This design comes from an exercise in tuning for small area, a short achievable clock period and few clock cycles per item on the open sky130 flow, not from production work.
Only simulation tests tie the RTL to the original design; equivalence was not proved.

before:
## multiplier
module multiplier(opA, opB, op_en, clk, rst, res, add, sub, done);
Size: about 1600 cells after synthesis, about 150 flip-flops, roughly 140 I/O pins.
export LEC_CHECK = 0
export CAP_MARGIN = 20
export CORE_MARGIN = 2
export CORE_UTILIZATION = 60
export CTS_CLUSTER_SIZE = 30
export PLACE_DENSITY = 0.7
export SETUP_SLACK_MARGIN = 5
export SLEW_MARGIN = 20
export TNS_END_PERCENT = 0
create_clock -name core_clock -period 8.0 [get_ports {clk}]
run.sh (not shown) runs the stock make flow with config.mk's settings and CLKGATE_MAP_FILE= SYNTH_SCRIPT=/design/flow/synth_recipe.tcl, a recipe that flattens the netlist after the stock synthesis.
Having completed the whole flow, before delivered a layout that passed the timing, DRC and antenna checks.
Testbench counts of before, summed over its fixed seeds: cycles 4,819, ops 1,600.
## Diff of input files: after against before
Settings: a change of PLACE_DENSITY from 0.7 to 0.8; a change of CORE_UTILIZATION from 60 to 70.
==> run notes <==
| setup slack | after vs before | worse |. Per the comparison of after with before, layout overhead on the synthesized area now sits higher, multi-input combinational area share now sits higher, period utilization now sits higher. The routed wire length per instance of after is higher than that of before. Re first-pass detailed-route iteration total: after and before aren't equal, and the higher value belongs to after.

--- another note on this design; it stands on its own ---

==> zinc: inputs <==
Design multiplier, start of the top module:
module multiplier(opA, opB, op_en, clk, rst, res, add, sub, done);
    input [31:0] opA, opB;
    input op_en, clk, rst;
    output [63:0] res;
    output reg [4:0] add, sub;
    output reg done;
    reg [31:0] X, Y;                  
    reg [1:0] cnt;                    
    reg [3:0] neg, one, two;          
    reg [63:0] r;                     
    reg [2:0] cv;                     
    wire fA1 = (&opA[31:7] | ~|opA[31:7]);
    wire fA2 = (&opA[31:15] | ~|opA[31:15]);
    wire fA3 = (&opA[31:23] | ~|opA[31:23]);
    wire fB1 = (&opB[31:7] | ~|opB[31:7]);
    wire fB2 = (&opB[31:15] | ~|opB[31:15]);
    wire fB3 = (&opB[31:23] | ~|opB[31:23]);
    wire sw = (fA1 & ~fB1) | (fA2 & ~fB2) | (fA3 & ~fB3);
    wire fM1 = fA1 | fB1;
    wire fM2 = fA2 | fB2;
    wire fM3 = fA3 | fB3;
    reg [1:0] start;
    reg [8:0] wA, wB;
    reg [63:0] rinit;
    always @(*) begin
        start = 2'd0;
        rinit = 64'hffffffff56000000;
        wA = {opA[7], opA[6], opA[5], opA[4], opA[3], opA[2], opA[1], opA[0], 1'b0};
        wB = {opB[7], opB[6], opB[5], opB[4], opB[3], opB[2], opB[1], opB[0], 1'b0};
        if (!fM1) begin start = 2'd1; rinit = 64'hffffffff55560000; wA = {opA[15], opA[14], opA[13], opA[12], opA[11], opA[10], opA[9], opA[8], opA[7]}; wB = {opB[15], opB[14], opB[13], opB[12], opB[11], opB[10], opB[9], opB[8], opB[7]}; end
        if (!fM2) begin start = 2'd2; rinit = 64'hffffffff55555600; wA = {opA[23], opA[22], opA[21], opA[20], opA[19], opA[18], opA[17], opA[16], opA[15]}; wB = {opB[23], opB[22], opB[21], opB[20], opB[19], opB[18], opB[17], opB[16], opB[15]}; end
        if (!fM3) begin start = 2'd3; rinit = 64'hffffffff55555556; wA = {opA[31], opA[30], opA[29], opA[28], opA[27], opA[26], opA[25], opA[24], opA[23]}; wB = {opB[31], opB[30], opB[29], opB[28], opB[27], opB[26], opB[25], opB[24], opB[23]}; end
    end
    function [11:0] enc;
        input [8:0] w;
        integer r;
        reg b0, b1, b2;
        begin
            for (r = 0; r < 4; r = r + 1) begin
                b0 = w[2*r]; b1 = w[2*r+1]; b2 = w[2*r+2];
                enc[r]       = b2 & ~(b1 & b0);
  ...
export LEC_CHECK = 0
export CAP_MARGIN = 20
export CORE_MARGIN = 2
export CORE_UTILIZATION = 60
export CTS_BUF_LIST = sky130_fd_sc_hd__clkbuf_4 sky130_fd_sc_hd__clkbuf_8
export CTS_CLUSTER_SIZE = 30
export PLACE_DENSITY = 0.7
export SETUP_SLACK_MARGIN = 5
export SLEW_MARGIN = 20
export TNS_END_PERCENT = 0
create_clock -name core_clock -period 8.0 [get_ports {clk}]
run.sh (not shown) runs the stock make flow with config.mk's settings and CLKGATE_MAP_FILE= SYNTH_SCRIPT=/design/flow/synth_recipe.tcl, a recipe that flattens the netlist after the stock synthesis.
==> umber: changes against zinc <==
- CORE_UTILIZATION: 60 -> 50
- CTS_BUF_LIST: sky130_fd_sc_hd__clkbuf_4 sky130_fd_sc_hd__clkbuf_8 -> default
- CTS_CLUSTER_SIZE: 30 -> default
- PLACE_DENSITY: 0.7 -> 0.65
==> notes <==
- Area after synthesis is the same in zinc and umber.
- Against umber, the sequential share of layout area of zinc is higher by 0.49 points.
- In umber the hold slack is higher than in zinc, by 0.0070 ns.
- In zinc the critical path depth is lower than in umber, by 1.
- In umber the cell count is larger than in zinc, by 3.1%.
Testbench counts of zinc, summed over its fixed seeds: cycles 4,819, ops 1,600.
Testbench counts of umber, summed over its fixed seeds: cycles 4,819, ops 1,600.

## what the ideal ports hide
How much do the figures lean on ideal ports? The routed layouts below were timed once more, with nothing changed but the port constraints.
Step 1: set_driving_cell puts a clkbuf_16 on clk and a buf_2 on each other input, an assumption about the parent block.
Step 2 moves the port delays by t, midway between the first and last clock arrival at a register: inputs arrive t later, outputs are due t later. That takes back most of the time a late clock gives input paths.
Slacks: ideal ports / drivers / drivers and shift; pairs: ideal ports / drivers.
| run | t (ns) | setup slack, ns | clock arrival spread, ns |
|---|---|---|---|
| before | 0.482 | 3.000 / 3.024 / 2.542 | 0.012 / 0.011 |
| after | 0.483 | 2.782 / 2.782 / 2.489 | 0.012 / 0.012 |
| zinc | 0.502 | 2.861 / 2.886 / 2.384 | 0.035 / 0.034 |
| umber | 0.485 | 2.901 / 2.898 / 2.447 | 0.019 / 0.019 |
After both steps setup and hold are still met in every run listed. The setup slack of zinc, which loses most, moves by +0.025 ns with the drivers and by -0.477 ns with both steps.
